This is an optimization exercise on Yosys and OpenROAD, whose aim is small area, not a production implementation. Function was checked by simulation only, so behaviour that the tests miss may differ from the original. The clock port is modelled as an ideal driver; clocking choices that lean on that would not hold on a real chip. Power is estimated from default activity; no workload was simulated.

==> design.v <==
`timescale 1ns/1ps
`default_nettype none
module uart_fifo_tx
  #(
    parameter FIFO_DEPTH=16,
    parameter UART_CDIV=434
    )
   (
    input wire 	     clk,
    input wire 	     n_rst,
    input wire [7:0] data,
    input wire 	     n_wr,
    output wire      n_full,
    output wire      uart_tx
    );
   localparam N = FIFO_DEPTH;
   reg [8*N-1:0]     s;         
   reg [N-1:0] 	     v;         
   reg [7:0] 	     h;         
   reg 		     hv;        
   reg 		     held;      
   reg 		     sending;
   reg 		     tx_out;
   reg [8:0] 	     cnt;
   reg [3:0] 	     idx;
   wire 	     transit = held & ~hv;
   assign n_full = ~(&v) | transit;
   assign uart_tx = tx_out;
   wire 	     wr = ~n_wr & n_full;
   wire 	     take = ~held & (|v);
   wire [N:0] 	     rdy;
   assign rdy[N] = ~hv;
   genvar 	     i;
   generate
      for (i = 0; i < N; i = i + 1) begin : g_rdy
	 assign rdy[i] = ~v[i] | rdy[i+1];
      end
   endgenerate
   wire [8*N-1:0]    s_in = {s[8*N-9:0], data};
   wire [N-1:0]      v_in = {v[N-2:0], wr};
   integer 	     k;
   always @(posedge clk) begin
      for (k = 0; k < N; k = k + 1)
	if (rdy[k]) s[8*k +: 8] <= s_in[8*k +: 8];
      if (rdy[N]) h <= s[8*N-8 +: 8];
   end
   localparam [8:0] CNT_LAST = 9'd182;
   wire 	     bit_end = sending & (cnt == CNT_LAST);
   wire 	     release_h = bit_end & (idx == 4'd7);
   always @(posedge clk, negedge n_rst) begin
      if (~n_rst) begin
	 v <= 0;
	 hv <= 1'b0;
	 held <= 1'b0;
	 sending <= 1'b0;
	 tx_out <= 1'b1;
	 idx <= 0;
      end
      else begin
	 for (k = 0; k < N; k = k + 1)
	   if (rdy[k]) v[k] <= v_in[k];
	 if (bit_end) idx <= (idx == 4'd9) ? 4'd0 : idx + 1'b1;
	 if (~hv) hv <= v[N-1];
	 else if (release_h) hv <= 1'b0;
	 if (take) held <= 1'b1;
	 else if (release_h) held <= 1'b0;
	 if (~sending) begin
	    if (take) begin
	       sending <= 1'b1;
	       tx_out <= 1'b0;
	    end
	 end
	 else if (bit_end) begin
	    case (idx)
	      4'd8: tx_out <= 1'b1;
	      4'd9: begin
		 if (held | take) tx_out <= 1'b0;
		 else sending <= 1'b0;
	      end
	      default: tx_out <= h[idx[2:0]];
	    endcase
	 end
      end
   end
   always @(posedge clk) begin
      if (~sending | bit_end) cnt <= 0;
      else cnt <= {cnt[7:0], ~(cnt[8] ^ cnt[4])};
   end
endmodule
`default_nettype wire
==> flow/run.sh <==
#!/bin/bash
# The standard layout (standard.sh) with these changes:
# - clock tree synthesis without dummy load cells, with clkbuf_4 leaf buffers
#   under a clkbuf_16 root; leaf buffers with a large fanout become clkbuf_8
#   (flow/post_cts.tcl);
# - port buffers of the smallest buffer cell.
set -euo pipefail
here=$(pwd)
export CTS_ARGS="-sink_clustering_enable -repair_clock_nets -dont_use_dummy_load -root_buf sky130_fd_sc_hd__clkbuf_16 -buf_list sky130_fd_sc_hd__clkbuf_4"
export POST_CTS_TCL="$here/flow/post_cts.tcl"
export CLK_UPSIZE_FANOUT=13
export BUFFER_PORTS_ARGS="-buffer_cell sky130_fd_sc_hd__buf_1"
bash standard.sh finish > standard.log 2>&1
==> flow/post_cts.tcl <==
# After clock tree synthesis: a clkbuf_4 that drives many clock pins becomes a
# clkbuf_8, so every flip-flop clock pin keeps a fast edge.
set n_up 0
foreach inst [[ord::get_db_block] getInsts] {
  if { [[$inst getMaster] getName] ne "sky130_fd_sc_hd__clkbuf_4" } { continue }
  set net [[$inst findITerm X] getNet]
  if { $net eq "NULL" } { continue }
  set fanout [expr { [llength [$net getITerms]] - 1 }]
  if { $fanout >= $::env(CLK_UPSIZE_FANOUT) } {
    replace_cell [$inst getName] sky130_fd_sc_hd__clkbuf_8
    incr n_up
  }
}
puts "post_cts: upsized $n_up clock buffers"
if { $n_up > 0 } {
  detailed_placement
  check_placement -verbose
}
==> standard.sh <==
#!/bin/bash
# synth_recipe.tcl (not shown) runs the flow's synth.tcl, then flattens the netlist and writes it again
# the make line also repeats each setting of config.mk as NAME=value (left out here)
make -C /OpenROAD-flow-scripts/flow DESIGN_CONFIG=/design/flow/config.mk WORK_HOME=/design/flow/orfs CLKGATE_MAP_FILE= SYNTH_SCRIPT=/design/flow/synth_recipe.tcl "${@:-finish}"
==> config.mk <==
export PLATFORM = sky130hd
export DESIGN_NAME = uart_fifo_tx
export DESIGN_NICKNAME = uart_fifo_tx
export VERILOG_FILES = /design/flow/design.v
export SDC_FILE = /design/flow/constraint.sdc
export NUM_CORES = 4
export LEC_CHECK = 0
export CAP_MARGIN = 20
export CORE_MARGIN = 2
export CORE_UTILIZATION = 40
export CTS_BUF_LIST = sky130_fd_sc_hd__clkbuf_8
export SLEW_MARGIN = 20
==> constraint.sdc <==
create_clock -name core_clock -period 10.0 [get_ports {clk}]
set_input_delay 2.0000 -clock core_clock [delete_from_list [all_inputs] [get_ports {clk}]]
set_output_delay 2.0000 -clock core_clock [all_outputs]
set_load 0.01 [all_outputs]
==> summary.txt, run 1 <==
Synth
  – Seq/Total Area, Yosys: 0.876
  – Register bit total from synthesis: 169
  – Distinct cells, synth: ~40
  – Synth Flop Type: edfxtp_1
  – Synth Cell Area: 5560 sq um
  – Syn avg cell area: 20.5 sq um
  – Post-Syn Nets: 282
  – Ys Warns: 1
  – Cell count after synthesis: 271
  – EDFF count, synth: roughly 140
  – Async SR Flop Fraction: 0.142

Power
  – Sw Share: 0.195
  – Leak Pwr: 2.00 nW
  – Int Power: 0.925 mW
  – Pwr Density: roughly 190 nW/um^2
  – Comb power frac: 0.044
  – Seq pwr share: 0.702
  – P_sw: approximately 0.22 mW
  – Clk pwr share: 0.254
  – Maximum VDD drop: 0.107 mV

Cells and area
  – Most frequent cells in the layout: edfxtp_1, dfrtp_1, and2_1, clkbuf_4, buf_1
  – Final #Nets: 310
  – Synth-to-Final Area Change: 7.63%
  – Multi-input combinational cell area: 633 sq um
  – Final core utilization: 0.436
  – Commonest non-fill, non-tap cell in the layout: edfxtp_1
  – Register area: 4870 sq um
  – Layout cells sized above 1: 0.114
  – Fillers: 1192
  – N_diodes: 0

STA
  – Layout Skew: 0.0234 ns
  – RSZ-0062 raised after global routing: false
  – Fin crit period: 3.67 ns
  – Pins Over Slew Limit: 0
  – Final hold violation count: 0
  – Fmax achieved: approximately 0.27 GHz
  – Transition time of the tightest slew-check pin: 0.488 ns
  – Slew margin rel.: 0.674
  – Fin crit share: 0.367
  – Setup TNS Final: 0 ns
  – Setup violators final: 0

Worst setup path
  – Critical Path Sink Type: output port
  – Class of the most critical setup path: reg2out
  – Crit path max fanout: 6
  – CP startpoint kind: flop
  – Crit path DAT: 1.67 ns
  – CP required: 8.00 ns

Global routing
  – Initial antenna violation count: 0
  – Largest net degree at the start of global routing: 25
  – Gr usage total: 0.0968
  – Vias in the first global route: approximately 2.2k
  – First-pass GRT wire length: roughly 11000 um
  – Grt ovf: 0

Detailed routing
  – Initial DRC Count: between 200 and 250
  – DR DRC count: 0
  – Drt total wl: 6370 um
  – Via Count: 2222
  – Avg Vias per Cell: ~4.7
  – Drt first pass iters: 4
  – Routed Antenna Nets: 0
  – Routed WL per cell: between 10 and 15 um

Die
  – Die area: between 10000 and 15000 sq um
  – Die width: 122 um
  – Starting Density: 0.405
  – Core area: approximately 14000 sq um
  – Die H: ~120 um
  – Placement Rows: 43
  – Io pins: 13

Place
  – Global placement routability congestion: 0.740
  – Input/output buffers: 12
  – Dpl hpwl: between 4000 and 5000 um

Status
  – Outcome: no timing/DRC/antenna violations

Clock network
  – Clock sink count: approximately 170
  – Worst-Skew Late Latency: 0.35 ns
  – Clock-pin slew on the worst setup and hold paths: 0.09 ns
  – CTS tree: built

Hold path
  – Hold WC Path Type: reg2reg

Job
  – MaxCap Viol Count: 0
[path summary, 6_finish.rpt]
kind / cells after the start / from / endpoint / slack (ns)
setup / recovery: 4 / v[15] / n_full / 6.33
hold / removal: 0 / s[108] / s[116] / 0.40
setup reg to reg: 5 / v[15] / s[3] / 7.77
hold reg to reg: 0 / s[108] / s[116] / 0.40
max in group asynchronous: 2 / n_rst / tx_out / 8.10
min in group asynchronous: 2 / n_rst / idx[2] / 1.61
[registers in the layout, indices dropped and copies added (netlist names)]
signal / flops
v: 16
h: 8
tx_out: 1
sending: 1
hv: 1
held: 1
idx: 4
s: 128
cnt: 9
[per-layer routing]
layer,track usage,vias to the layer above,part of all wire
li1,-,1072,-
met1,0.111,1109,0.43
met2,0.156,36,0.51
met3,0.0492,5,0.044
met4,0.0345,0,0.011
met5,0,-,0
[Yosys cell counts (3+ instances only)]
master,number,share of area
a21o_1,3,0.0041
and2_1,12,0.014
and4_1,3,0.0047
dfrtp_1,23,0.10
dfxtp_1,9,0.032
edfxtp_1,136,0.73
inv_1,9,0.0061
nand2_1,10,0.0068
nand2b_1,9,0.010
nand3_1,8,0.0072
nor2_1,5,0.0034
nor4_1,4,0.0045
or2_2,3,0.0034
[final cells by class]
type	instances	share of cell area
repair buffers	13	0.00879
well taps	180	0.0377
inverters	9	0.00565
flip-flops and latches	169	0.814
clock buffers	17	0.0285
multi-input cells	89	0.106
[power groups by stage]
stage          registers, mW  clock network [mW]  logic (mW)
2_1_floorplan          0.815                   0      0.0414
3_3_place_gp           0.822                   0      0.0509
3_5_place_dp           0.823                   0      0.0515
5_1_grt                0.811               0.337      0.0572
6_report               0.807               0.292      0.0500
[worst max-delay path, cell delays in order (launching register included)]
cell and delay [ns]:
dfrtp_1 0.43, and4_1 0.29, o2111ai_1 0.12, or3_1 0.35
buf_1 0.14
[per-stage QoR]
step	instances	cell area [sq um]	hold slack [ns]	power [mW]	setup WS, ns
3_3_place_gp	460	5810	0.402	0.873	6.71
2_1_floorplan	271	5560	0.400	0.856	6.90
3_5_place_dp	460	5810	0.405	0.875	6.71
5_1_grt	477	5980	0.404	1.21	6.20
6_report	477	5980	0.401	1.15	6.33
[cells by family after synthesis]
family | after synthesis | share of synthesized area
flops | 169 | 0.876
simple gates | 67 | 0.0745
compound gates | 14 | 0.0200
buf+inv | 13 | 0.0104
mux | 5 | 0.0146
xor+xnor | 3 | 0.00473
==> run 2: changes to the inputs <==
--- a/design.v
+++ b/design.v
@@ -44,9 +44,13 @@
 	if (rdy[k]) s[8*k +: 8] <= s_in[8*k +: 8];
       if (rdy[N]) h <= s[8*N-8 +: 8];
    end
-   localparam [8:0] CNT_LAST = 9'd182;
-   wire 	     bit_end = sending & (cnt == CNT_LAST);
-   wire 	     release_h = bit_end & (idx == 4'd7);
+   localparam [8:0] CNT_LAST = 9'd19;
+   wire 	     bit_end = sending & (cnt[8:4] == CNT_LAST[8:4])
+		       & (cnt[2:0] == CNT_LAST[2:0]);
+   wire 	     idx_7 = ~idx[3] & (&idx[2:0]);
+   wire 	     idx_8 = idx[3] & ~idx[0];
+   wire 	     idx_9 = idx[3] & idx[0];
+   wire 	     release_h = bit_end & idx_7;
    always @(posedge clk, negedge n_rst) begin
       if (~n_rst) begin
 	 v <= 0;
@@ -59,7 +63,7 @@
       else begin
 	 for (k = 0; k < N; k = k + 1)
 	   if (rdy[k]) v[k] <= v_in[k];
-	 if (bit_end) idx <= (idx == 4'd9) ? 4'd0 : idx + 1'b1;
+	 if (bit_end) idx <= idx_9 ? 4'd0 : idx + 1'b1;
 	 if (~hv) hv <= v[N-1];
 	 else if (release_h) hv <= 1'b0;
 	 if (take) held <= 1'b1;
@@ -71,20 +75,16 @@
 	    end
 	 end
 	 else if (bit_end) begin
-	    case (idx)
-	      4'd8: tx_out <= 1'b1;
-	      4'd9: begin
-		 if (held | take) tx_out <= 1'b0;
-		 else sending <= 1'b0;
-	      end
-	      default: tx_out <= h[idx[2:0]];
-	    endcase
+	    if (~idx[3]) tx_out <= h[idx[2:0]];
+	    else if (idx_8) tx_out <= 1'b1;
+	    else if (held | take) tx_out <= 1'b0;
+	    else sending <= 1'b0;
 	 end
       end
    end
    always @(posedge clk) begin
       if (~sending | bit_end) cnt <= 0;
-      else cnt <= {cnt[7:0], ~(cnt[8] ^ cnt[4])};
+      else cnt <= {cnt[7:0], ~(cnt[8] ^ cnt[1])};
    end
 endmodule
 `default_nettype wire
==> summary.txt, run 2 <==
Cells and area
  – Synth-to-Final Area Change: 7.57%
  – Layout cells sized above 1: 0.0808
  – Largest register FFs: between 100 and 150
  – Final #Nets: 312
  – Most frequent cells in the layout: edfxtp_1, dfrtp_1, nand2_1
  – Final Cell Area: 5920 sq um
  – Fillers: approximately 1.2k
  – Register area: 4870 sq um
  – Biggest regs: s: 128 flops, v: 16 flops, cnt: 9 flops
  – Multi-input combinational cell area: between 500 and 600 sq um
  – N_diodes: 0
  – Most flop-heavy register: s
  – Commonest non-fill, non-tap cell in the layout: edfxtp_1

STA
  – Hold Slack: roughly 0.40 ns
  – Slew margin rel.: 0.654
  – Setup violators final: 0
  – Layout Skew: roughly 0.028 ns
  – Final hold violation count: 0
  – Post-route setup slack: 6.32 ns
  – Fin crit share: 0.368
  – Setup TNS Final: 0 ns
  – Fmax achieved: 0.272 GHz
  – Transition time of the tightest slew-check pin: 0.518 ns
  – Fin crit period: around 3.7 ns
  – Pins Over Slew Limit: 0
  – RSZ-0062 raised after global routing: false

Place
  – Dpl hpwl: roughly 4400 um
  – Dpl ws: ~6.7 ns
  – Global placement routability congestion: 0.733
  – Input/output buffers: 12
  – Dpl cell area: 5750 sq um

Die
  – Io pins: 13
  – Die width: approximately 120 um
  – Core area: 13300 sq um
  – Die area: 14700 sq um
  – Die H: about 120 um
  – Starting Density: 0.412
  – Placement Rows: 42

Hold path
  – Min-Delay Path Depth: 0
  – Hold WC Path Type: reg2reg
  – Hold Crit Start: s[85]
  – Hold Path Sink: s[93]

Worst setup path
  – R2r endpoint: s[4]
  – Worst r2r src: v[15]
  – CP bufs+invs: 1
  – Crit path DAT: 1.68 ns
  – CP startpoint kind: flop
  – Crit path max-delay cell type: dfrtp_1
  – CP required: roughly 8 ns
  – Setup slack, reg-to-reg: 7.74 ns
  – CP cell instances: and4_1 > o2111ai_1 > or3_1 > buf_1
  – Class of the most critical setup path: reg2out
  – CP peak stage delay: 0.43 ns
  – Kind of cell adding the most delay to the critical path: simple AND/OR/NAND/NOR gates
  – Critical Path Sink Type: output port
  – Crit path max fanout: 6
  – Worst r2r path cells: 5

Synth
  – Top cell type's share of synthesized area: 0.742
  – Distinct cells, synth: 39
  – Syn avg cell area: 20.2 sq um
  – Ys Warns: 1
  – Async SR Flop Fraction: 0.142
  – Synth area leaders: edfxtp_1, dfrtp_1, dfxtp_1
  – Compound-gate portion of the synthesized area: 0.0266
  – Main combinational cell family by area after synthesis: simple AND/OR/NAND/NOR gates
  – Cell count after synthesis: 272
  – Top cells by count, synth: edfxtp_1, dfrtp_1, nand2_1, dfxtp_1, nand2b_1
  – Post-Syn Nets: 285
  – Seq/Total Area, Yosys: 0.885
  – XOR/XNOR Fraction of Synth Area: 0.00318
  – Synth Area in Simple Gates: 0.0641
  – Adder-Cell Fraction of Synth Area: 0.00455
  – EDFF count, synth: 136
  – Synth Cell Area: 5500 sq um
  – Post-synthesis mux area share: 0.00773
  – Synth Flop Type: edfxtp_1
  – Cell taking the most area after synthesis: edfxtp_1
  – Register bit total from synthesis: roughly 170
  – Most common cell in the netlist: edfxtp_1

Status
  – Outcome: no timing/DRC/antenna violations

Power
  – Clk pwr share: 0.260
  – Pwr Total: 1.12 mW
  – Pwr Density: 189 nW/um^2
  – Leak Pwr: 1.97 nW
  – Seq pwr share: 0.707
  – Comb power frac: 0.034
  – Int Power: 0.899 mW
  – P_sw: 0.219 mW
  – Maximum VDD drop: 0.152 mV
  – Sw Share: 0.196

Clock network
  – Clock-pin slew on the worst setup and hold paths: 0.10 ns
  – Clock sink count: 169
  – CTS tree: built
  – Worst-Skew Late Latency: between 0.3 and 0.4 ns

Detailed routing
  – Routed WL per cell: 14.2 um
  – Drt first pass iters: 4
  – Via Count: 2283
  – Avg Vias per Cell: around 4.8
  – DR DRC count: 0
  – Routed Antenna Nets: 0
  – Drt total wl: 6700 um
  – Initial DRC Count: 272

Global routing
  – Largest net degree at the start of global routing: 25
  – First-pass GRT wire length: 10700 um
  – Gr usage total: 0.0986
  – Vias in the first global route: 2260
  – Initial antenna violation count: 0
  – Grt ovf: 0

Job
  – MaxCap Viol Count: 0
==> run 2: changes by cell type after synthesis, moves of 2 or more <==
| cell | before | now |
|---|---|---|
| and2_1 | 12 | 5 |
| nand2_1 | 10 | 15 |
| and3_1 | 2 | 6 |
| ha_1 | 0 | 2 |
| a21oi_1 | 0 | 3 |
| nor2b_1 | 2 | 0 |
| nand3_1 | 8 | 6 |
| clkbuf_1 | 2 | 4 |
| xor2_1 | 2 | 0 |
| or4_1 | 0 | 2 |
==> run 2: final cells by class <==
class                   instances  share of cell area
clock buffers                  17              0.0277
flip-flops and latches        169               0.822
well taps                     176              0.0372
inverters                       8             0.00508
repair buffers                 13             0.00888
multi-input cells              90              0.0988
==> run 2: power by group through the flow <==
stage                     clock (mW)  combinational [mW]  sequential (mW)
final                          0.290              0.0375            0.790
after detailed placement           0              0.0387            0.805
after global routing           0.331              0.0428            0.793
after floorplan                    0              0.0278            0.800
after global placement             0              0.0379            0.805
==> run 2: stage by stage <==
stage                     utilization  cells
after floorplan                     -    272
after global placement          0.431    456
after detailed placement        0.431    456
after global routing            0.443    473
final                           0.443    473
==> run 2: worst max path at each step <==
stage | from | to | slack, ns | depth (start not counted)
final | v[15] | n_full | 6.32 | 4
after global routing | v[15] | n_full | 6.22 | 4
after detailed placement | v[15] | n_full | 6.70 | 4
after global placement | v[15] | n_full | 6.71 | 4
after floorplan | v[15] | n_full | 6.90 | 3
==> run 2: metal layers <==
layer	track usage	wire length [um]	vias up
met3	0.0395	252	9
met1	0.114	3000	1149
met2	0.161	3350	42
met4	0.0474	97	0
met5	0	0	-
li1	-	-	1083
==> run 2: cells by family (layout without fill, tap and decap cells) <==
family | Yosys count | count (layout)
fa+ha+maj | 2 | 2
buf+inv | 13 | 38
flops | 169 | 169
mux | 3 | 3
simple gates | 63 | 63
compound gates | 20 | 20
xor+xnor | 2 | 2
==> run 3: changes to the inputs <==
--- a/flow/run.sh
+++ b/flow/run.sh
@@ -6,7 +6,7 @@
 # - port buffers of the smallest buffer cell.
 set -euo pipefail
 here=$(pwd)
-export CTS_ARGS="-sink_clustering_enable -repair_clock_nets -dont_use_dummy_load -root_buf sky130_fd_sc_hd__clkbuf_16 -buf_list sky130_fd_sc_hd__clkbuf_4"
+export CTS_ARGS="-sink_clustering_enable -repair_clock_nets -dont_use_dummy_load -root_buf sky130_fd_sc_hd__clkbuf_8 -buf_list sky130_fd_sc_hd__clkbuf_4"
 export POST_CTS_TCL="$here/flow/post_cts.tcl"
 export CLK_UPSIZE_FANOUT=13
 export BUFFER_PORTS_ARGS="-buffer_cell sky130_fd_sc_hd__buf_1"
==> summary.txt, run 3 <==
Cells and area
  – Final core utilization: 0.442
  – Most frequent cells in the layout: edfxtp_1, dfrtp_1, nand2_1
  – N_diodes: 0
  – Fillers: approximately 1.2k
  – Final #Nets: 312
  – Largest register FFs: 128
  – Most flop-heavy register: s
  – Synth-to-Final Area Change: 7.37%
  – Commonest non-fill, non-tap cell in the layout: edfxtp_1
  – Layout cells sized above 1: 0.0808
  – Biggest regs: s: 128 flops, v: 16 flops, cnt: 9 flops

Detailed routing
  – DR DRC count: 0
  – Routed Antenna Nets: 0
  – Drt first pass iters: 5
  – Drt total wl: about 6700 um
  – Via Count: 2265
  – Avg Vias per Cell: 4.79
  – Initial DRC Count: 275
  – Routed WL per cell: 14.2 um

Worst setup path
  – Worst r2r path cells: 5
  – CP startpoint kind: flop
  – Crit path max fanout: 6
  – R2r endpoint: s[4]
  – Class of the most critical setup path: reg2out
  – CP required: 8.00 ns
  – Worst r2r src: v[15]
  – Setup slack, reg-to-reg: around 7.7 ns
  – Crit path DAT: 1.73 ns
  – Critical Path Sink Type: output port

STA
  – Setup TNS Final: 0 ns
  – Slew margin rel.: 0.658
  – Setup violators final: 0
  – Transition time of the tightest slew-check pin: 0.511 ns
  – Fmax achieved: 0.268 GHz
  – Pins Over Slew Limit: 0
  – Post-route setup slack: 6.27 ns
  – Fin crit share: 0.373
  – Layout Skew: 0.0303 ns
  – Final hold violation count: 0
  – Fin crit period: 3.73 ns
  – RSZ-0062 raised after global routing: false

Clock network
  – Clock-pin slew on the worst setup and hold paths: approximately 0.1 ns
  – CTS tree: built
  – Clock sink count: 169
  – Worst-Skew Late Latency: between 0.4 and 0.5 ns

Global routing
  – Largest net degree at the start of global routing: 25
  – First-pass GRT wire length: 10700 um
  – Gr usage total: 0.0989
  – Initial antenna violation count: 0
  – Grt ovf: 0
  – Vias in the first global route: about 2.3k

Power
  – Leak Pwr: 1.97 nW
  – Pwr Density: 188 nW/um^2
  – Maximum VDD drop: between 0.15 and 0.2 mV

Hold path
  – Hold WC Path Type: reg2reg
  – Min-Delay Path Depth: 0
  – Hold Crit Start: s[85]
  – Hold Path Sink: s[93]

Die
  – Placement Rows: 42
  – Die area: approximately 15000 sq um
  – Die H: 121 um
  – Die width: ~120 um
  – Io pins: 13
  – Starting Density: 0.412
  – Core area: roughly 13000 sq um

Synth
  – Synth Cell Area: 5500 sq um
  – Top cells by count, synth: edfxtp_1, dfrtp_1, nand2_1, dfxtp_1, nand2b_1
  – Ys Warns: 1
  – EDFF count, synth: 136
  – Synth area leaders: edfxtp_1, dfrtp_1, dfxtp_1
  – Post-Syn Nets: around 290
  – Cell count after synthesis: 272
  – Syn avg cell area: just over 20 sq um
  – Async SR Flop Fraction: 0.142
  – Register bit total from synthesis: 169
  – Synth Flop Type: edfxtp_1
  – Cell taking the most area after synthesis: edfxtp_1
  – Most common cell in the netlist: edfxtp_1
  – Distinct cells, synth: 39
  – Top cell type's share of synthesized area: 0.742
  – Seq/Total Area, Yosys: 0.885

Place
  – Dpl ws: 6.70 ns
  – Input/output buffers: 12
  – Dpl hpwl: 4430 um
  – Global placement routability congestion: 0.733

Status
  – Outcome: no timing/DRC/antenna violations

Job
  – MaxCap Viol Count: 0
==> run 3: cell count changes in the layout (fill, tap and decap cells not counted) <==
cell | before | now
clkbuf_8 | 3 | 4
clkbuf_16 | 1 | 0
==> run 3: worst max-delay path, stage by stage (launching register included) <==
cell and delay (ns):
dfrtp_1 0.43, and4_1 0.28, o2111ai_1 0.13, or3_1 0.35
buf_1 0.14
==> run 3: how the worst max path moves through the flow <==
stage,from,to,depth (start not counted)
floorplan,v[15],n_full,3
global placement,v[15],n_full,4
detailed placement,v[15],n_full,4
global route,v[15],n_full,4
finish,v[15],n_full,4
==> run 3: cell type report <==
cell class / count / area [sq um] / share of cell area
clock buffer: 17 / 153 / 0.0258
inverter: 8 / 30.0 / 0.00508
multi-input combinational: 90 / 584 / 0.0989
sequential: 169 / 4870 / 0.824
tap: 176 / 220 / 0.0373
timing repair buffer: 13 / 52.6 / 0.00890
==> run 3: routing by layer <==
metal,vias up,global-route usage,share of wire
met4,0,0.0474,0.014
met2,32,0.161,0.50
met1,1143,0.114,0.45
li1,1080,-,-
met5,-,0,0
met3,10,0.0409,0.033
==> run 3: cell families after synthesis <==
group	count (synthesis)	share of synthesized area
and+or+nand+nor	63	0.0641
buffers and inverters	13	0.00910
xor gates and xnor gates	2	0.00319
DFF	169	0.885
muxes	3	0.00773
adders and majority gates	2	0.00455
AOI/OAI and AO/OA	20	0.0266
==> run 3: power by group <==
group | internal, mW | switching, mW | leakage [nW]
Combinational | 0.0175 | 0.0200 | 0.350
Sequential | 0.775 | 0.0148 | 1.53
Clock | 0.0964 | 0.185 | 0.0886
==> run 3: per-stage QoR <==
stage	std cells	cell area, sq um	power, mW	hold WS (ns)
global route	473	5910	1.16	0.409
finish	473	5910	1.11	0.398
floorplan	272	5500	0.828	0.400
detailed placement	456	5750	0.844	0.405
global placement	456	5750	0.843	0.401
==> run 4: changes to the inputs <==
==> flow/run.sh (replaced) <==
#!/bin/bash
# The standard layout (standard.sh) with these changes:
# - clock tree synthesis without dummy load cells, with clkbuf_4 leaf buffers
#   under a clkbuf_16 root; each clock buffer is then resized to the smallest clkbuf that keeps
#   its clock pins' slew low
#   (flow/post_cts.tcl);
# - port buffers of the smallest buffer cell.
set -euo pipefail
here=$(pwd)
export CTS_ARGS="-sink_clustering_enable -repair_clock_nets -dont_use_dummy_load -root_buf sky130_fd_sc_hd__clkbuf_8 -buf_list sky130_fd_sc_hd__clkbuf_4"
export POST_CTS_TCL="$here/flow/post_cts.tcl"
export CLK_SLEW_TARGET=0.100
export BUFFER_PORTS_ARGS="-buffer_cell sky130_fd_sc_hd__buf_1"
bash standard.sh finish > standard.log 2>&1
==> flow/post_cts.tcl (replaced) <==
# After clock tree synthesis: give each clock buffer the smallest clkbuf size
# that keeps the slew at every clock pin it drives within CLK_SLEW_TARGET (ns),
# as estimated from the placement, so every flip-flop clock pin keeps a fast
# edge.
set sizes {sky130_fd_sc_hd__clkbuf_1 sky130_fd_sc_hd__clkbuf_2 sky130_fd_sc_hd__clkbuf_4
  sky130_fd_sc_hd__clkbuf_8 sky130_fd_sc_hd__clkbuf_16}
set target $::env(CLK_SLEW_TARGET)

proc sink_slew { inst } {
  set net [[$inst findITerm X] getNet]
  set worst 0.0
  foreach it [$net getITerms] {
    if { [$it isOutputSignal] } { continue }
    set pin [get_pins [[$it getInst] getName]/[[$it getMTerm] getName]]
    set s [get_property $pin slew_max]
    if { $s > $worst } { set worst $s }
  }
  return $worst
}

set bufs {}
foreach inst [[ord::get_db_block] getInsts] {
  if { [string match sky130_fd_sc_hd__clkbuf_* [[$inst getMaster] getName]] } {
    set net [[$inst findITerm X] getNet]
    if { $net ne "NULL" && [$net getSigType] eq "CLOCK" } { lappend bufs $inst }
  }
}
estimate_parasitics -placement
# leaves first (buffers that drive no buffer), then the rest
set leaves {}
set upper {}
foreach inst $bufs {
  set drives_buf 0
  foreach it [[[$inst findITerm X] getNet] getITerms] {
    if { [string match sky130_fd_sc_hd__clkbuf_* [[[$it getInst] getMaster] getName]] && ![$it isOutputSignal] } {
      set drives_buf 1
    }
  }
  if { $drives_buf } { lappend upper $inst } else { lappend leaves $inst }
}
foreach inst [concat $leaves $upper] {
  set name [$inst getName]
  set orig [[$inst getMaster] getName]
  set chosen ""
  foreach m $sizes {
    replace_cell $name $m
    estimate_parasitics -placement
    if { [sink_slew $inst] <= $target } { set chosen $m; break }
  }
  if { $chosen eq "" } { set chosen [lindex $sizes end] }
  replace_cell $name $chosen
  puts "post_cts: $name $orig -> $chosen"
}
estimate_parasitics -placement
detailed_placement
check_placement -verbose
==> summary.txt, run 4 <==
Status
  – Outcome: no timing/DRC/antenna violations

STA
  – Fmax achieved: roughly 0.27 GHz
  – Final hold violation count: 0
  – Fin crit share: 0.369
  – Fin crit period: around 3.7 ns
  – Slew margin rel.: 0.657
  – Pins Over Slew Limit: 0
  – Setup TNS Final: 0 ns
  – Transition time of the tightest slew-check pin: 0.513 ns
  – Setup violators final: 0
  – RSZ-0062 raised after global routing: false
  – Layout Skew: 0.0304 ns
  – Post-route setup slack: 6.31 ns

Detailed routing
  – Routed Antenna Nets: 0
  – Drt total wl: roughly 6700 um
  – Routed WL per cell: 14.1 um
  – Via Count: 2277
  – Avg Vias per Cell: 4.81
  – Drt first pass iters: 4
  – DR DRC count: 0
  – Initial DRC Count: 239

Global routing
  – First-pass GRT wire length: 10700 um
  – Vias in the first global route: between 2k and 2.5k
  – Grt ovf: 0
  – Gr usage total: 0.0995
  – Largest net degree at the start of global routing: 25
  – Initial antenna violation count: 0

Power
  – Leak Pwr: 2.00 nW
  – Clk pwr share: 0.283
  – Sw Share: 0.192
  – Seq pwr share: 0.684
  – Maximum VDD drop: between 0.15 and 0.2 mV
  – P_sw: around 0.22 mW
  – Comb power frac: 0.032
  – Pwr Density: 194 nW/um^2
  – Int Power: 0.933 mW

Die
  – Placement Rows: 42
  – Io pins: 13
  – Core area: 13300 sq um
  – Die H: approximately 120 um
  – Die area: ~15000 sq um
  – Die width: 121 um
  – Starting Density: 0.412

Synth
  – Ys Warns: 1
  – EDFF count, synth: 136
  – Register bit total from synthesis: 169
  – Distinct cells, synth: 39
  – Top cell type's share of synthesized area: 0.742
  – Synth Cell Area: 5500 sq um
  – Post-Syn Nets: 285
  – Synth Flop Type: edfxtp_1
  – Cell taking the most area after synthesis: edfxtp_1
  – Cell count after synthesis: 272
  – Async SR Flop Fraction: 0.142
  – Syn avg cell area: 20.2 sq um
  – Seq/Total Area, Yosys: 0.885
  – Top cells by count, synth: edfxtp_1, dfrtp_1, nand2_1, dfxtp_1, nand2b_1
  – Most common cell in the netlist: edfxtp_1
  – Synth area leaders: edfxtp_1, dfrtp_1, dfxtp_1

Cells and area
  – Final #Nets: 312
  – Largest register FFs: between 100 and 150
  – Final core utilization: 0.447
  – Commonest non-fill, non-tap cell in the layout: edfxtp_1
  – N_diodes: 0
  – Most flop-heavy register: s
  – Most frequent cells in the layout: edfxtp_1, dfrtp_1, nand2_1
  – Synth-to-Final Area Change: 8.48%
  – Fillers: around 1.2k
  – Layout cells sized above 1: 0.0808
  – Biggest regs: s: 128 flops, v: 16 flops, cnt: 9 flops

Worst setup path
  – Worst r2r src: v[15]
  – Critical Path Sink Type: output port
  – Crit path DAT: 1.69 ns
  – CP startpoint kind: flop
  – Class of the most critical setup path: reg2out
  – Crit. Startpoint: v[15]
  – CP required: 8.00 ns
  – Crit path max fanout: 6

Place
  – Global placement routability congestion: 0.733
  – Dpl hpwl: 4430 um
  – Input/output buffers: 12
  – Dpl ws: between 6 and 7 ns

Job
  – MaxCap Viol Count: 0

Clock network
  – Worst-Skew Late Latency: ~0.37 ns
  – CTS tree: built
  – Clock sink count: between 150 and 200
  – Clock-pin slew on the worst setup and hold paths: 0.09 ns

Hold path
  – Hold Crit Start: s[78]
  – Hold WC Path Type: reg2reg
## run 4: cell types whose count changed in the layout (fill, tap and decap cells not counted)
cell / previous run / this run
clkbuf_4: 13 / 5
clkbuf_16: 0 / 1
clkbuf_8: 4 / 11
## run 4: power by group through the flow
| stage | Clock (mW) | Combinational (mW) | Sequential, mW |
|---|---|---|---|
| global route | 0.371 | 0.0428 | 0.793 |
| global placement | 0 | 0.0379 | 0.805 |
| finish | 0.327 | 0.0375 | 0.790 |
| floorplan | 0 | 0.0278 | 0.800 |
| detailed placement | 0 | 0.0387 | 0.805 |
## run 4: area by class of cell
type                            count  area [sq um]  area share
Sequential cell                   169          4870       0.815
Multi-Input combinational cell     90           584      0.0979
Inverter                            8          30.0     0.00503
Clock buffer                       17           214      0.0359
Tap cell                          176           220      0.0369
Timing Repair Buffer               13          52.6     0.00881
## run 4: metal layers
metal	global-route usage	share of wire	up-vias	wire length, um
met1	0.114	0.45	1146	3000
met3	0.0522	0.043	8	290
li1	-	-	1082	-
met2	0.160	0.50	41	3330
met4	0.0345	0.0097	0	65
met5	0	0	-	0
## run 4: path summary, 6_finish.rpt
path,end,slack [ns],cells past startpoint
setup reg to reg,s[1],7.73,5
min in group asynchronous,held,1.60,2
setup / recovery,n_full,6.31,4
hold / removal,s[86],0.40,0
max in group asynchronous,tx_out,8.09,2
hold reg to reg,s[86],0.40,0
## run 4: cells by family after synthesis
| family | after synthesis | share of synthesized area |
|---|---|---|
| buffers and inverters | 13 | 0.00910 |
| muxes | 3 | 0.00773 |
| AOI/OAI and AO/OA | 20 | 0.0266 |
| and+or+nand+nor | 63 | 0.0641 |
| DFF | 169 | 0.885 |
| adders and majority gates | 2 | 0.00455 |
| xor gates and xnor gates | 2 | 0.00319 |
## run 4: critical path, stage by stage (launching register included)
cell,delay (ns)
dfrtp_1,0.43
and4_1,0.28
o2111ai_1,0.13
or3_1,0.35
buf_1,0.14
## run 4: stage by stage
step | hold slack [ns] | instances | power, mW | area, sq um
2_1_floorplan | 0.400 | 272 | 0.828 | 5500
3_3_place_gp | 0.401 | 456 | 0.843 | 5750
3_5_place_dp | 0.405 | 456 | 0.844 | 5750
5_1_grt | 0.409 | 473 | 1.21 | 5970
6_report | 0.401 | 473 | 1.15 | 5970
==> run 5: changes to the inputs <==
--- a/flow/run.sh
+++ b/flow/run.sh
@@ -9,6 +9,6 @@
 here=$(pwd)
 export CTS_ARGS="-sink_clustering_enable -repair_clock_nets -dont_use_dummy_load -root_buf sky130_fd_sc_hd__clkbuf_8 -buf_list sky130_fd_sc_hd__clkbuf_4"
 export POST_CTS_TCL="$here/flow/post_cts.tcl"
-export CLK_SLEW_TARGET=0.100
+export CLK_SLEW_TARGET=0.115
 export BUFFER_PORTS_ARGS="-buffer_cell sky130_fd_sc_hd__buf_1"
 bash standard.sh finish > standard.log 2>&1
==> summary.txt, run 5 <==
Place
  – Dpl hpwl: 4430 um
  – Global placement routability congestion: approximately 0.73
  – Input/output buffers: 12
  – Placed insts: 456
  – Dpl cell area: ~5800 sq um

Synth
  – EDFF count, synth: approximately 140
  – Top cell type's share of synthesized area: 0.742
  – Most common cell in the netlist: edfxtp_1
  – Syn avg cell area: 20.2 sq um
  – Top cells by count, synth: edfxtp_1, dfrtp_1, nand2_1, dfxtp_1, nand2b_1
  – Distinct cells, synth: 39
  – Async SR Flop Fraction: 0.142
  – Synth Flop Type: edfxtp_1
  – Cell taking the most area after synthesis: edfxtp_1
  – Cell count after synthesis: 272
  – Post-Syn Nets: ~290
  – Register bit total from synthesis: ~170
  – Seq/Total Area, Yosys: 0.885
  – Ys Warns: 1
  – Synth Cell Area: 5500 sq um
  – Synth area leaders: edfxtp_1, dfrtp_1, dfxtp_1

Detailed routing
  – Routed Antenna Nets: 0
  – Drt total wl: roughly 6700 um
  – DR DRC count: 0
  – Initial DRC Count: 258
  – Via Count: 2279
  – Drt first pass iters: 4
  – Routed WL per cell: approximately 14 um
  – Avg Vias per Cell: 4.82

Worst setup path
  – CP startpoint kind: flop
  – CP cell instances: and4_1 > o2111ai_1 > or3_1 > buf_1
  – Crit path DAT: 1.69 ns
  – Critical Path Sink Type: output port
  – Class of the most critical setup path: reg2out
  – Crit path max-delay cell type: dfrtp_1
  – CP peak stage delay: 0.43 ns
  – CP required: 8.00 ns
  – Crit path max fanout: 6

STA
  – Layout Skew: between 0.02 and 0.03 ns
  – Pins Over Slew Limit: 0
  – Setup TNS Final: 0 ns
  – Fin crit share: 0.369
  – Setup violators final: 0
  – Slew margin rel.: 0.656
  – RSZ-0062 raised after global routing: false
  – Hold Slack: 0.401 ns
  – Fmax achieved: 0.271 GHz
  – Final hold violation count: 0
  – Fin crit period: 3.69 ns
  – Transition time of the tightest slew-check pin: 0.514 ns

Die
  – Die area: 14700 sq um
  – Die width: 121 um
  – Io pins: 13
  – Starting Density: 0.412
  – Core area: around 13000 sq um
  – Placement Rows: 42
  – Die H: 121 um

Cells and area
  – N_diodes: 0
  – Largest register FFs: around 130
  – Most flop-heavy register: s
  – Biggest regs: s: 128 flops, v: 16 flops, cnt: 9 flops
  – Layout cells sized above 1: 0.0808
  – Most frequent cells in the layout: edfxtp_1, dfrtp_1, nand2_1
  – Final #Nets: 312
  – Commonest non-fill, non-tap cell in the layout: edfxtp_1
  – Non-filler instance count after layout: 473
  – Final Cell Area: 5930 sq um
  – Synth-to-Final Area Change: 7.76%

Clock network
  – Clock sink count: 169
  – CTS tree: built
  – Clock-pin slew on the worst setup and hold paths: about 0.090 ns
  – Worst-Skew Late Latency: 0.36 ns

Global routing
  – First-pass GRT wire length: 10700 um
  – Largest net degree at the start of global routing: 25
  – Gr usage total: 0.0990
  – Vias in the first global route: 2254
  – Grt ovf: 0
  – Initial antenna violation count: 0

Status
  – Outcome: no timing/DRC/antenna violations

Power
  – Leak Pwr: 1.98 nW
  – Pwr Density: 190 nW/um^2
  – Maximum VDD drop: 0.167 mV

Hold path
  – Hold WC Path Type: reg2reg

Job
  – MaxCap Viol Count: 0
==> run 5: cell counts after synthesis <==
No cell type changed its count.
==> run 5: critical path: cells and delay by family (launching register included) <==
family                 cells  cell delay (ns)
AND/OR/NAND/NOR            2             0.64
flip-flops                 1             0.43
buffers and inverters      1             0.14
AO/OA/AOI/OAI              1             0.13
==> run 5: metal layers <==
layer	share of wire	GRT usage	up-vias
met5	0	0	-
met4	0.014	0.0474	0
met3	0.042	0.0409	9
met2	0.50	0.160	43
met1	0.44	0.114	1144
li1	-	-	1083
==> run 5: metrics by stage <==
stage                     total power, mW  worst slack, ns   util
after floorplan                     0.828             6.90      -
after global placement              0.843             6.71  0.431
after detailed placement            0.844             6.70  0.431
after global routing                 1.17             6.22  0.444
final                                1.12             6.31  0.444
==> run 5: final timing paths <==
kind | startpoint | end | slack [ns] | cells after the start
max | v[15] | n_full | 6.31 | 4
min | s[85] | s[93] | 0.40 | 0
min in group asynchronous | n_rst | v[11] | 1.61 | 2
min reg2reg | s[85] | s[93] | 0.40 | 0
max reg2reg | v[15] | s[6] | 7.73 | 5
max in group asynchronous | n_rst | tx_out | 8.13 | 2
==> run 5: area by class of cell <==
class                           instances  area (sq um)
Timing Repair Buffer                   13          52.6
Tap cell                              176           220
Clock buffer                           17           174
Inverter                                8          30.0
Fill cell                            1175          7420
Sequential cell                       169          4870
Multi-Input combinational cell         90           584
==> run 5: where the power goes <==
part / total (mW) / internal, mW / switching (mW)
Sequential: 0.790 / 0.775 / 0.0149
Combinational: 0.0374 / 0.0175 / 0.0199
Clock: 0.298 / 0.113 / 0.185
Total: 1.12 / 0.905 / 0.220
==> run 5: kinds of logic (layout without fill, tap and decap cells) <==
kind of cell               Yosys count  count (layout)  synth area share
DFF                                169             169             0.885
and+or+nand+nor                     63              63            0.0641
AOI/OAI and AO/OA                   20              20            0.0266
buffers and inverters               13              38           0.00910
muxes                                3               3           0.00773
adders and majority gates            2               2           0.00455
xor gates and xnor gates             2               2           0.00319
==> run 6: changes to the inputs <==
--- a/flow/run.sh
+++ b/flow/run.sh
@@ -9,6 +9,6 @@
 here=$(pwd)
 export CTS_ARGS="-sink_clustering_enable -repair_clock_nets -dont_use_dummy_load -root_buf sky130_fd_sc_hd__clkbuf_8 -buf_list sky130_fd_sc_hd__clkbuf_4"
 export POST_CTS_TCL="$here/flow/post_cts.tcl"
-export CLK_SLEW_TARGET=0.115
+export CLK_SLEW_TARGET=0.120
 export BUFFER_PORTS_ARGS="-buffer_cell sky130_fd_sc_hd__buf_1"
 bash standard.sh finish > standard.log 2>&1
--- a/flow/post_cts.tcl
+++ b/flow/post_cts.tcl
@@ -1,4 +1,4 @@
-# After clock tree synthesis: give each clock buffer the smallest clkbuf size
+# After clock tree synthesis: give each leaf clock buffer the smallest clkbuf size
 # that keeps the slew at every clock pin it drives within CLK_SLEW_TARGET (ns),
 # as estimated from the placement, so every flip-flop clock pin keeps a fast
 # edge.
@@ -26,7 +26,7 @@
   }
 }
 estimate_parasitics -placement
-# leaves first (buffers that drive no buffer), then the rest
+# leaves: buffers that drive no buffer
 set leaves {}
 set upper {}
 foreach inst $bufs {
@@ -38,7 +38,7 @@
   }
   if { $drives_buf } { lappend upper $inst } else { lappend leaves $inst }
 }
-foreach inst [concat $leaves $upper] {
+foreach inst $leaves {
   set name [$inst getName]
   set orig [[$inst getMaster] getName]
   set chosen ""
==> summary.txt, run 6 <==
Status
  – Outcome: no timing/DRC/antenna violations

Power
  – Pwr Total: roughly 1.1 mW
  – Leak Pwr: 1.97 nW
  – Comb power frac: 0.034
  – Maximum VDD drop: 0.152 mV
  – Seq pwr share: 0.715
  – Pwr Density: 187 nW/um^2
  – P_sw: approximately 0.22 mW
  – Int Power: 0.885 mW
  – Sw Share: 0.199
  – Clk pwr share: 0.251

Synth
  – Compound-gate portion of the synthesized area: 0.0266
  – Seq/Total Area, Yosys: 0.885
  – Synth Flop Type: edfxtp_1
  – Top cells by count, synth: edfxtp_1, dfrtp_1, nand2_1, dfxtp_1, nand2b_1
  – Cell taking the most area after synthesis: edfxtp_1
  – Distinct cells, synth: 39
  – Syn avg cell area: roughly 20 sq um
  – Main combinational cell family by area after synthesis: simple AND/OR/NAND/NOR gates
  – Synth Area in Simple Gates: 0.0641
  – Adder-Cell Fraction of Synth Area: 0.00455
  – XOR/XNOR Fraction of Synth Area: 0.00318
  – Register bit total from synthesis: 169
  – EDFF count, synth: 136
  – Async SR Flop Fraction: 0.142
  – Top cell type's share of synthesized area: 0.742
  – Cell count after synthesis: around 270
  – Ys Warns: 1
  – Post-synthesis mux area share: 0.00773
  – Post-Syn Nets: 285
  – Synth Cell Area: 5500 sq um
  – Synth area leaders: edfxtp_1, dfrtp_1, dfxtp_1
  – Most common cell in the netlist: edfxtp_1

Cells and area
  – Synth-to-Final Area Change: 7.28%
  – Largest register FFs: about 130
  – Commonest non-fill, non-tap cell in the layout: edfxtp_1
  – Biggest regs: s: 128 flops, v: 16 flops, cnt: 9 flops
  – Layout cells sized above 1: 0.0808
  – Most flop-heavy register: s
  – Non-filler instance count after layout: 473
  – Fillers: 1179
  – Most frequent cells in the layout: edfxtp_1, dfrtp_1, nand2_1
  – N_diodes: 0
  – Final #Nets: 312

Die
  – Placement Rows: 42
  – Die H: between 100 and 150 um
  – Core area: 13300 sq um
  – Starting Density: 0.412
  – Die area: 14700 sq um
  – Die width: 121 um
  – Io pins: 13

Global routing
  – Gr usage total: 0.0989
  – Initial antenna violation count: 0
  – Vias in the first global route: 2260
  – Largest net degree at the start of global routing: 25
  – Grt ovf: 0
  – First-pass GRT wire length: 10700 um

Worst setup path
  – Crit. Startpoint: v[15]
  – CP startpoint kind: flop
  – Setup crit end: n_full
  – Worst r2r src: v[15]
  – Setup slack, reg-to-reg: 7.74 ns
  – CP required: 8.00 ns
  – Class of the most critical setup path: reg2out
  – R2r endpoint: s[4]
  – Crit path max-delay cell type: dfrtp_1
  – Critical Path Sink Type: output port
  – Worst r2r path cells: 5
  – CP cell instances: and4_1 > o2111ai_1 > or3_1 > buf_1
  – Crit path max fanout: 6
  – CP peak stage delay: 0.43 ns
  – Crit path DAT: approximately 1.7 ns

STA
  – RSZ-0062 raised after global routing: false
  – Fin crit share: 0.373
  – Transition time of the tightest slew-check pin: 0.511 ns
  – Setup violators final: 0
  – Layout Skew: ~0.032 ns
  – Slew margin rel.: 0.658
  – Fin crit period: approximately 3.7 ns
  – Pins Over Slew Limit: 0
  – Final hold violation count: 0
  – Fmax achieved: 0.268 GHz
  – Setup TNS Final: 0 ns
  – Hold Slack: 0.398 ns

Detailed routing
  – Initial DRC Count: 275
  – Via Count: 2265
  – Routed Antenna Nets: 0
  – Routed WL per cell: 14.2 um
  – DR DRC count: 0
  – Avg Vias per Cell: 4.79
  – Drt first pass iters: 5
  – Drt total wl: roughly 6700 um

Hold path
  – Min-Delay Path Depth: 0
  – Hold WC Path Type: reg2reg

Clock network
  – Clock-pin slew on the worst setup and hold paths: 0.10 ns
  – CTS tree: built
  – Worst-Skew Late Latency: 0.42 ns
  – Clock sink count: 169

Place
  – Global placement routability congestion: between 0.7 and 0.8
  – Input/output buffers: 12
  – Placed insts: 456
  – Dpl hpwl: 4430 um

Job
  – MaxCap Viol Count: 0
[run 6: cell counts after synthesis]
No cell type changed its count.
[run 6: layout make-up]
cell class	instances	area [sq um]	area share
timing repair buffer	13	52.6	0.00891
tap	176	220	0.0373
inverter	8	30.0	0.00509
multi-input combinational	90	584	0.0990
sequential	169	4870	0.825
clock buffer	17	148	0.0250
[run 6: cell families after synthesis]
| kind of cell | count (synthesis) |
|---|---|
| xor+xnor | 2 |
| mux | 3 |
| fa+ha+maj | 2 |
| compound gates | 20 |
| simple gates | 63 |
| buf+inv | 13 |
| flops | 169 |
[run 6: through the flow]
step                cell area (sq um)  setup slack [ns]   util
finish                           5900              6.27  0.442
detailed placement               5750              6.70  0.431
global route                     5900              6.15  0.442
global placement                 5750              6.71  0.431
floorplan                        5500              6.90      -
[run 6: power groups by stage]
| stage | clock network, mW | logic [mW] | registers (mW) |
|---|---|---|---|
| global placement | 0 | 0.0379 | 0.805 |
| floorplan | 0 | 0.0278 | 0.800 |
| finish | 0.277 | 0.0374 | 0.790 |
| global route | 0.317 | 0.0428 | 0.793 |
| detailed placement | 0 | 0.0387 | 0.805 |
[run 6: worst min path at each step]
stage | endpoint | start
5_1_grt | s[93] | s[85]
6_report | s[93] | s[85]
3_3_place_gp | s[78] | s[70]
2_1_floorplan | h[0] | s[120]
3_5_place_dp | s[41] | s[33]
[run 6: routing by layer]
| metal | routed length [um] | part of all wire | global-route usage | up-vias |
|---|---|---|---|---|
| li1 | - | - | - | 1080 |
| met5 | 0 | 0 | 0 | - |
| met4 | 97 | 0.014 | 0.0474 | 0 |
| met1 | 3020 | 0.45 | 0.114 | 1143 |
| met2 | 3370 | 0.50 | 0.161 | 32 |
| met3 | 222 | 0.033 | 0.0409 | 10 |
[run 6: critical path: cells and delay by family (launching register included)]
kind            cells  cell delay [ns]
simple gates        2             0.63
flops               1             0.43
buf+inv             1             0.14
compound gates      1             0.13
==> run 7: changes to the inputs <==
--- a/flow/run.sh
+++ b/flow/run.sh
@@ -9,6 +9,6 @@
 here=$(pwd)
 export CTS_ARGS="-sink_clustering_enable -repair_clock_nets -dont_use_dummy_load -root_buf sky130_fd_sc_hd__clkbuf_8 -buf_list sky130_fd_sc_hd__clkbuf_4"
 export POST_CTS_TCL="$here/flow/post_cts.tcl"
-export CLK_SLEW_TARGET=0.120
+export CLK_SLEW_TARGET=0.125
 export BUFFER_PORTS_ARGS="-buffer_cell sky130_fd_sc_hd__buf_1"
 bash standard.sh finish > standard.log 2>&1
--- a/config.mk
+++ b/config.mk
@@ -9,4 +9,5 @@
 export CORE_MARGIN = 2
 export CORE_UTILIZATION = 40
 export CTS_BUF_LIST = sky130_fd_sc_hd__clkbuf_8
+export GPL_TIMING_DRIVEN = 0
 export SLEW_MARGIN = 20
==> summary.txt, run 7 <==
Status
  – Outcome: no timing/DRC/antenna violations

Global routing
  – First-pass GRT wire length: 10700 um
  – Largest net degree at the start of global routing: 25
  – Initial antenna violation count: 0
  – Gr usage total: 0.0975
  – Grt ovf: 0
  – Vias in the first global route: 2272

Synth
  – Async SR Flop Fraction: 0.142
  – Most common cell in the netlist: edfxtp_1
  – EDFF count, synth: about 140
  – Synth Flop Type: edfxtp_1
  – Synth Cell Area: 5500 sq um
  – Distinct cells, synth: 39
  – Register bit total from synthesis: approximately 170
  – Seq/Total Area, Yosys: 0.885
  – Synth area leaders: edfxtp_1, dfrtp_1, dfxtp_1
  – Cell count after synthesis: 272
  – Post-Syn Nets: 285
  – Synth Area in Simple Gates: 0.0641
  – Top cells by count, synth: edfxtp_1, dfrtp_1, nand2_1, dfxtp_1, nand2b_1
  – Main combinational cell family by area after synthesis: simple AND/OR/NAND/NOR gates
  – Post-synthesis mux area share: 0.00773
  – Ys Warns: 1
  – Compound-gate portion of the synthesized area: 0.0266
  – Adder-Cell Fraction of Synth Area: 0.00455
  – Top cell type's share of synthesized area: 0.742
  – Cell taking the most area after synthesis: edfxtp_1
  – Syn avg cell area: 20.2 sq um
  – XOR/XNOR Fraction of Synth Area: 0.00318

Die
  – Placement Rows: 42
  – Die width: 121 um
  – Core area: 13300 sq um
  – Die area: 14700 sq um
  – Starting Density: 0.412
  – Die H: 121 um
  – Io pins: 13

STA
  – Transition time of the tightest slew-check pin: 0.558 ns
  – Fin crit period: between 3 and 4 ns
  – Fin crit share: 0.377
  – Layout Skew: 0.0300 ns
  – Final hold violation count: 0
  – Pins Over Slew Limit: 0
  – RSZ-0062 raised after global routing: false
  – Slew margin rel.: 0.624
  – Setup TNS Final: 0 ns
  – Fmax achieved: 0.265 GHz
  – Setup violators final: 0

Hold path
  – Hold WC Path Type: reg2reg
  – Min-Delay Path Depth: 0
  – Hold Crit Start: s[105]

Place
  – Global placement routability congestion: about 0.71
  – Dpl hpwl: 4330 um
  – Input/output buffers: 12

Worst setup path
  – CP cell instances: and4_1 > o2111ai_1 > or3_1 > buf_1
  – Crit path max fanout: 6
  – Class of the most critical setup path: reg2out
  – Crit. Startpoint: v[15]
  – CP required: 8.00 ns
  – Worst r2r src: v[15]
  – CP startpoint kind: flop
  – Crit path DAT: 1.77 ns
  – Crit path max-delay cell type: dfrtp_1
  – CP peak stage delay: 0.45 ns
  – Worst r2r path cells: 5
  – Critical Path Sink Type: output port

Power
  – Leak Pwr: 1.97 nW
  – Pwr Total: 1.09 mW
  – Maximum VDD drop: approximately 0.12 mV
  – Pwr Density: 185 nW/um^2

Clock network
  – CTS tree: built
  – Clock-pin slew on the worst setup and hold paths: 0.10 ns
  – Clock sink count: about 170
  – Worst-Skew Late Latency: 0.40 ns

Detailed routing
  – DR DRC count: 0
  – Via Count: 2254
  – Drt total wl: 6310 um
  – Routed WL per cell: 13.2 um
  – Drt first pass iters: 4
  – Initial DRC Count: 149
  – Avg Vias per Cell: 4.73
  – Routed Antenna Nets: 0

Cells and area
  – Final core utilization: 0.442
  – Register area: ~4900 sq um
  – Most flop-heavy register: s
  – Most frequent cells in the layout: edfxtp_1, dfrtp_1, nand2_1
  – Largest register FFs: 128
  – Commonest non-fill, non-tap cell in the layout: edfxtp_1
  – Synth-to-Final Area Change: 7.35%
  – N_diodes: 0
  – Layout cells sized above 1: 0.0831
  – Final #Nets: ~320
  – Biggest regs: s: 128 flops, v: 16 flops, cnt: 9 flops
  – Fillers: 1163
  – Multi-input combinational cell area: 584 sq um

Job
  – MaxCap Viol Count: 0
-- run 7: cell counts after synthesis --
Identical to the previous run, type by type.
-- run 7: layout make-up --
class | count | area share
buffer | 5 | 0.00339
clock buffer | 17 | 0.0233
inverter | 8 | 0.00509
multi-input combinational | 90 | 0.0990
sequential | 169 | 0.824
tap | 176 | 0.0373
timing repair buffer | 12 | 0.00784
-- run 7: metal layers --
metal,part of all wire,GRT usage,up-vias
met2,0.51,0.159,46
met5,0,0,-
met3,0.047,0.0409,6
met1,0.43,0.111,1109
li1,-,-,1093
met4,0.010,0.0453,0
-- run 7: critical path, delay by kind of cell, from the launching register on --
kind / cells / cell delay [ns]
flops: 1 / 0.45
compound gates: 1 / 0.13
buf+inv: 1 / 0.14
simple gates: 2 / 0.66
-- run 7: logic make-up after synthesis --
kind of cell	after synthesis
AO/OA/AOI/OAI	20
buffers and inverters	13
AND/OR/NAND/NOR	63
multiplexers	3
adder cells (fa/ha/maj)	2
XOR/XNOR	2
flip-flops	169
-- run 7: worst paths after layout --
check / end / slack, ns
worst max-delay path: n_full / 6.23
worst min-delay path: s[113] / 0.41
worst max register to register: s[2] / 7.69
worst min register to register: s[113] / 0.41
max in group asynchronous: v[5] / 8.04
min in group asynchronous: idx[1] / 1.57
-- run 7: through the flow --
| step | area [sq um] | hold WS [ns] | std cells | setup WS, ns |
|---|---|---|---|---|
| 3_3_place_gp | 5770 | 0.403 | 460 | 6.68 |
| 6_report | 5900 | 0.406 | 477 | 6.23 |
| 2_1_floorplan | 5500 | 0.400 | 272 | 6.90 |
| 5_1_grt | 5900 | 0.410 | 477 | 6.10 |
| 3_5_place_dp | 5770 | 0.405 | 460 | 6.69 |
-- run 7: power breakdown --
part	internal (mW)	total [mW]	leakage (nW)	switching [mW]
sequential	0.775	0.790	1.53	0.0152
clock	0.0860	0.263	0.0829	0.177
combinational	0.0175	0.0372	0.356	0.0197
total	0.878	1.09	1.97	0.211
==> run 8: changes to the inputs <==
--- a/flow/run.sh
+++ b/flow/run.sh
@@ -10,5 +10,6 @@
 export CTS_ARGS="-sink_clustering_enable -repair_clock_nets -dont_use_dummy_load -root_buf sky130_fd_sc_hd__clkbuf_8 -buf_list sky130_fd_sc_hd__clkbuf_4"
 export POST_CTS_TCL="$here/flow/post_cts.tcl"
 export CLK_SLEW_TARGET=0.125
+export RECOVER_POWER=100
 export BUFFER_PORTS_ARGS="-buffer_cell sky130_fd_sc_hd__buf_1"
 bash standard.sh finish > standard.log 2>&1
--- a/config.mk
+++ b/config.mk
@@ -9,5 +9,4 @@
 export CORE_MARGIN = 2
 export CORE_UTILIZATION = 40
 export CTS_BUF_LIST = sky130_fd_sc_hd__clkbuf_8
-export GPL_TIMING_DRIVEN = 0
 export SLEW_MARGIN = 20
==> summary.txt, run 8 <==
Synth
  – Top cells by count, synth: edfxtp_1, dfrtp_1, nand2_1, dfxtp_1, nand2b_1
  – EDFF count, synth: roughly 140
  – Cell taking the most area after synthesis: edfxtp_1
  – Top cell type's share of synthesized area: 0.742
  – Seq/Total Area, Yosys: 0.885
  – Async SR Flop Fraction: 0.142
  – Synth Flop Type: edfxtp_1
  – Synth Cell Area: 5500 sq um
  – Ys Warns: 1
  – Synth area leaders: edfxtp_1, dfrtp_1, dfxtp_1
  – Register bit total from synthesis: 169
  – Post-Syn Nets: between 200 and 300
  – Syn avg cell area: approximately 20 sq um
  – Most common cell in the netlist: edfxtp_1
  – Cell count after synthesis: 272
  – Distinct cells, synth: 39

Cells and area
  – Final #Nets: ~310
  – N_diodes: 0
  – Commonest non-fill, non-tap cell in the layout: edfxtp_1
  – Layout cells sized above 1: 0.0774
  – Biggest regs: s: 128 flops, v: 16 flops, cnt: 9 flops
  – Most flop-heavy register: s
  – Synth-to-Final Area Change: 7.10%
  – Largest register FFs: 128
  – Most frequent cells in the layout: edfxtp_1, dfrtp_1, nand2_1

Worst setup path
  – Class of the most critical setup path: reg2out
  – CP startpoint kind: flop
  – CP required: 8.00 ns
  – CP cell instances: and4_1 > o2111ai_1 > or3_1 > buf_1
  – Crit path max-delay cell type: dfrtp_1
  – Kind of cell adding the most delay to the critical path: simple AND/OR/NAND/NOR gates
  – Crit path max fanout: 6
  – CP bufs+invs: 1
  – CP peak stage delay: 0.43 ns
  – Critical Path Sink Type: output port
  – Crit path DAT: ~1.7 ns

STA
  – Fmax achieved: 0.268 GHz
  – Transition time of the tightest slew-check pin: 1.28 ns
  – Pins Over Slew Limit: 0
  – Fin crit share: 0.373
  – Final hold violation count: 0
  – Slew margin rel.: 0.148
  – Layout Skew: 0.0372 ns
  – Setup TNS Final: 0 ns
  – Setup violators final: 0
  – RSZ-0062 raised after global routing: false
  – Fin crit period: 3.73 ns

Detailed routing
  – Via Count: around 2.3k
  – Routed Antenna Nets: 0
  – DR DRC count: 0
  – Drt first pass iters: 5
  – Avg Vias per Cell: 4.79
  – Routed WL per cell: 14.2 um
  – Drt total wl: 6710 um
  – Initial DRC Count: 275

Power
  – Seq pwr share: 0.718
  – Pwr Total: between 1 and 1.5 mW
  – Pwr Density: 187 nW/um^2
  – Clk pwr share: 0.248
  – Comb power frac: 0.034
  – P_sw: 0.219 mW
  – Maximum VDD drop: 0.152 mV
  – Leak Pwr: about 2.0 nW
  – Int Power: 0.881 mW
  – Sw Share: 0.199

Die
  – Die area: 14700 sq um
  – Placement Rows: 42
  – Starting Density: 0.412
  – Die H: 121 um
  – Core area: 13300 sq um
  – Io pins: 13
  – Die width: 121 um

Place
  – Dpl hpwl: 4430 um
  – Global placement routability congestion: 0.733
  – Input/output buffers: 12

Clock network
  – Worst-Skew Late Latency: 0.42 ns
  – Clock sink count: 169
  – CTS tree: built
  – Clock-pin slew on the worst setup and hold paths: around 0.12 ns

Hold path
  – Hold WC Path Type: reg2reg

Global routing
  – Grt ovf: 0
  – Largest net degree at the start of global routing: 25
  – Gr usage total: 0.0989
  – First-pass GRT wire length: between 10000 and 15000 um
  – Initial antenna violation count: 0
  – Vias in the first global route: roughly 2.3k

Job
  – MaxCap Viol Count: 0

Status
  – Outcome: no timing/DRC/antenna violations
run 8: path summary, 6_finish.rpt:
check | cells after the start | startpoint | to | slack [ns]
max | 4 | v[15] | n_full | 6.27
min | 0 | s[45] | s[53] | 0.39
max reg2reg | 5 | v[15] | s[4] | 7.74
min reg2reg | 0 | s[45] | s[53] | 0.39
max in group asynchronous | 2 | n_rst | v[1] | 7.30
min in group asynchronous | 2 | n_rst | idx[3] | 1.91
run 8: logic make-up (layout without fill, tap and decap cells):
kind of cell             count (synthesis)  in the layout  synth area share
AND/OR/NAND/NOR                         63             63            0.0641
adder cells (fa/ha/maj)                  2              2           0.00455
flip-flops                             169            169             0.885
multiplexers                             3              3           0.00773
buffers and inverters                   13             38           0.00910
AO/OA/AOI/OAI                           20             20            0.0266
XOR/XNOR                                 2              2           0.00319
run 8: worst reg2reg max path: stages (launching register included):
cell	delay [ns]
dfrtp_1	0.43
and4_1	0.28
and4_1	0.26
inv_1	0.20
nor2_1	0.30
nand3_1	0.40
run 8: metrics by stage:
step                      setup WS [ns]   util  instance area [sq um]  hold WS, ns  cells
after floorplan                    6.90      -                   5500        0.400    272
after global placement             6.71  0.431                   5750        0.401    456
after detailed placement           6.70  0.431                   5750        0.405    456
final                              6.27  0.441                   5890        0.393    473
after global routing               6.16  0.441                   5890        0.404    473
run 8: final cells by class:
| class | count | area [sq um] |
|---|---|---|
| Sequential cell | 169 | 4870 |
| Clock buffer | 17 | 141 |
| Fill cell | 1180 | 7460 |
| Inverter | 8 | 30.0 |
| Tap cell | 176 | 220 |
| Timing Repair Buffer | 13 | 48.8 |
| Multi-Input combinational cell | 90 | 584 |
run 8: routing by layer:
metal | vias up | routed length (um) | GRT usage
li1 | 1080 | - | -
met1 | 1141 | 3020 | 0.114
met2 | 34 | 3360 | 0.161
met3 | 10 | 227 | 0.0409
met4 | 0 | 97 | 0.0474
met5 | - | 0 | 0
run 8: power groups by stage:
stage          Sequential [mW]  Clock (mW)  Combinational (mW)
6_report                 0.790       0.272              0.0372
5_1_grt                  0.793       0.312              0.0426
3_5_place_dp             0.805           0              0.0387
3_3_place_gp             0.805           0              0.0379
2_1_floorplan            0.800           0              0.0278
==> run 9: changes to the inputs <==
--- a/flow/run.sh
+++ b/flow/run.sh
@@ -10,6 +10,5 @@
 export CTS_ARGS="-sink_clustering_enable -repair_clock_nets -dont_use_dummy_load -root_buf sky130_fd_sc_hd__clkbuf_8 -buf_list sky130_fd_sc_hd__clkbuf_4"
 export POST_CTS_TCL="$here/flow/post_cts.tcl"
 export CLK_SLEW_TARGET=0.125
-export RECOVER_POWER=100
 export BUFFER_PORTS_ARGS="-buffer_cell sky130_fd_sc_hd__buf_1"
 bash standard.sh finish > standard.log 2>&1
==> summary.txt, run 9 <==
STA
  – Fin crit share: 0.373
  – Fin crit period: 3.73 ns
  – Pins Over Slew Limit: 0
  – Setup violators final: 0
  – Setup TNS Final: 0 ns
  – RSZ-0062 raised after global routing: false
  – Slew margin rel.: 0.658
  – Hold Slack: around 0.39 ns
  – Fmax achieved: 0.268 GHz
  – Transition time of the tightest slew-check pin: between 0.5 and 0.6 ns
  – Layout Skew: roughly 0.037 ns

Die
  – Placement Rows: 42
  – Die area: around 15000 sq um
  – Die width: 121 um
  – Core area: 13300 sq um
  – Starting Density: 0.412
  – Die H: 121 um

Worst setup path
  – Kind of cell adding the most delay to the critical path: simple AND/OR/NAND/NOR gates
  – CP cell instances: and4_1 > o2111ai_1 > or3_1 > buf_1
  – Setup slack, reg-to-reg: 7.74 ns
  – Crit path DAT: between 1.5 and 2 ns
  – CP peak stage delay: 0.43 ns
  – Class of the most critical setup path: reg2out
  – CP bufs+invs: 1
  – CP required: around 8 ns
  – Critical Path Sink Type: output port
  – Crit path max-delay cell type: dfrtp_1

Status
  – Outcome: no timing/DRC/antenna violations

Synth
  – Seq/Total Area, Yosys: 0.885
  – Distinct cells, synth: 39
  – Syn avg cell area: 20.2 sq um
  – Register bit total from synthesis: 169
  – XOR/XNOR Fraction of Synth Area: 0.00318
  – Cell taking the most area after synthesis: edfxtp_1
  – Synth Area in Simple Gates: 0.0641
  – Post-Syn Nets: 285
  – Ys Warns: 1
  – Cell count after synthesis: 272
  – Synth Flop Type: edfxtp_1
  – Synth Cell Area: approximately 5500 sq um

Clock network
  – CTS tree: built
  – Worst-Skew Late Latency: 0.42 ns
  – Clock sink count: 169
  – Clock-pin slew on the worst setup and hold paths: 0.12 ns

Detailed routing
  – Routed Antenna Nets: 0
  – Via Count: 2265
  – WL met3: ~220 um
  – Metal2 WL: 3370 um
  – DR DRC count: 0
  – Routed WL per cell: between 10 and 15 um
  – Avg Vias per Cell: roughly 4.8
  – Initial DRC Count: 275
  – Met1 WL: 3020 um
  – Drt total wl: 6710 um
  – DR top layer: met4

Cells and area
  – Final #Nets: 312
  – N_diodes: 0
  – Most flop-heavy register: s
  – Largest register FFs: 128
  – Synth-to-Final Area Change: 7.17%
  – Most frequent cells in the layout: edfxtp_1, dfrtp_1, nand2_1

Global routing
  – Initial antenna violation count: 0
  – First-pass GRT wire length: 10700 um
  – Grt ovf: 0
  – Gr usage total: 0.0989
  – Vias in the first global route: 2260

Place
  – Dpl hpwl: 4430 um

Power
  – Leak Pwr: 1.97 nW
  – Maximum VDD drop: 0.152 mV
  – Pwr Density: 187 nW/um^2

Job
  – MaxCap Viol Count: 0
==> run 9: cell count changes in the layout (fill, tap and decap cells not counted) <==
cell	before	now
clkbuf_1	1	0
and2_1	4	5
buf_4	0	1
and2_0	1	0
==> run 9: final timing paths <==
| path | depth (start not counted) | startpoint | to |
|---|---|---|---|
| worst max-delay path | 4 | v[15] | n_full |
| worst min-delay path | 0 | s[45] | s[53] |
| worst max register to register | 5 | v[15] | s[4] |
| worst min register to register | 0 | s[45] | s[53] |
| max in group asynchronous | 2 | n_rst | tx_out |
| min in group asynchronous | 2 | n_rst | idx[3] |
==> run 9: cell families after synthesis <==
family | after synthesis
AO/OA/AOI/OAI | 20
XOR/XNOR | 2
adder cells (fa/ha/maj) | 2
buffers and inverters | 13
flip-flops | 169
multiplexers | 3
AND/OR/NAND/NOR | 63
==> run 9: worst register-to-register path: stages (launching register included) <==
cell and delay [ns]:
dfrtp_1 0.43, and4_1 0.28, and4_1 0.26, inv_1 0.20
nor2_1 0.30, nand3_1 0.40
==> run 9: metal layers <==
layer	vias up	GRT usage
li1	1080	-
met1	1143	0.114
met2	32	0.161
met3	10	0.0409
met4	0	0.0474
met5	-	0
==> run 9: stage by stage <==
step | total power, mW | setup WS (ns) | instances | instance area, sq um | utilization
detailed placement | 0.844 | 6.70 | 456 | 5750 | 0.431
floorplan | 0.828 | 6.90 | 272 | 5500 | -
global route | 1.15 | 6.16 | 473 | 5890 | 0.442
global placement | 0.843 | 6.71 | 456 | 5750 | 0.431
finish | 1.10 | 6.27 | 473 | 5890 | 0.442
==> run 9: final cells by class <==
class	count	area [sq um]
clock buffers	17	141
fillers	1178	7450
inverters	8	30.0
multi-input cells	90	584
flip-flops and latches	169	4870
well taps	176	220
repair buffers	13	52.6
==> run 9: power by group <==
part / switching (mW) / internal (mW) / leakage [nW]
Sequential: 0.0148 / 0.775 / 1.53
Clock: 0.184 / 0.0883 / 0.0851
Combinational: 0.0200 / 0.0175 / 0.350
Total: 0.219 / 0.881 / 1.97

Re-timed with assumed drivers on the ports (clkbuf_16 on the clock, buf_2 on other inputs), run 9 has 6.239 ns of setup slack against 6.270 ns with ideal ports, and 6.669 ns once port delays also move by the mid clock arrival of 0.430 ns.
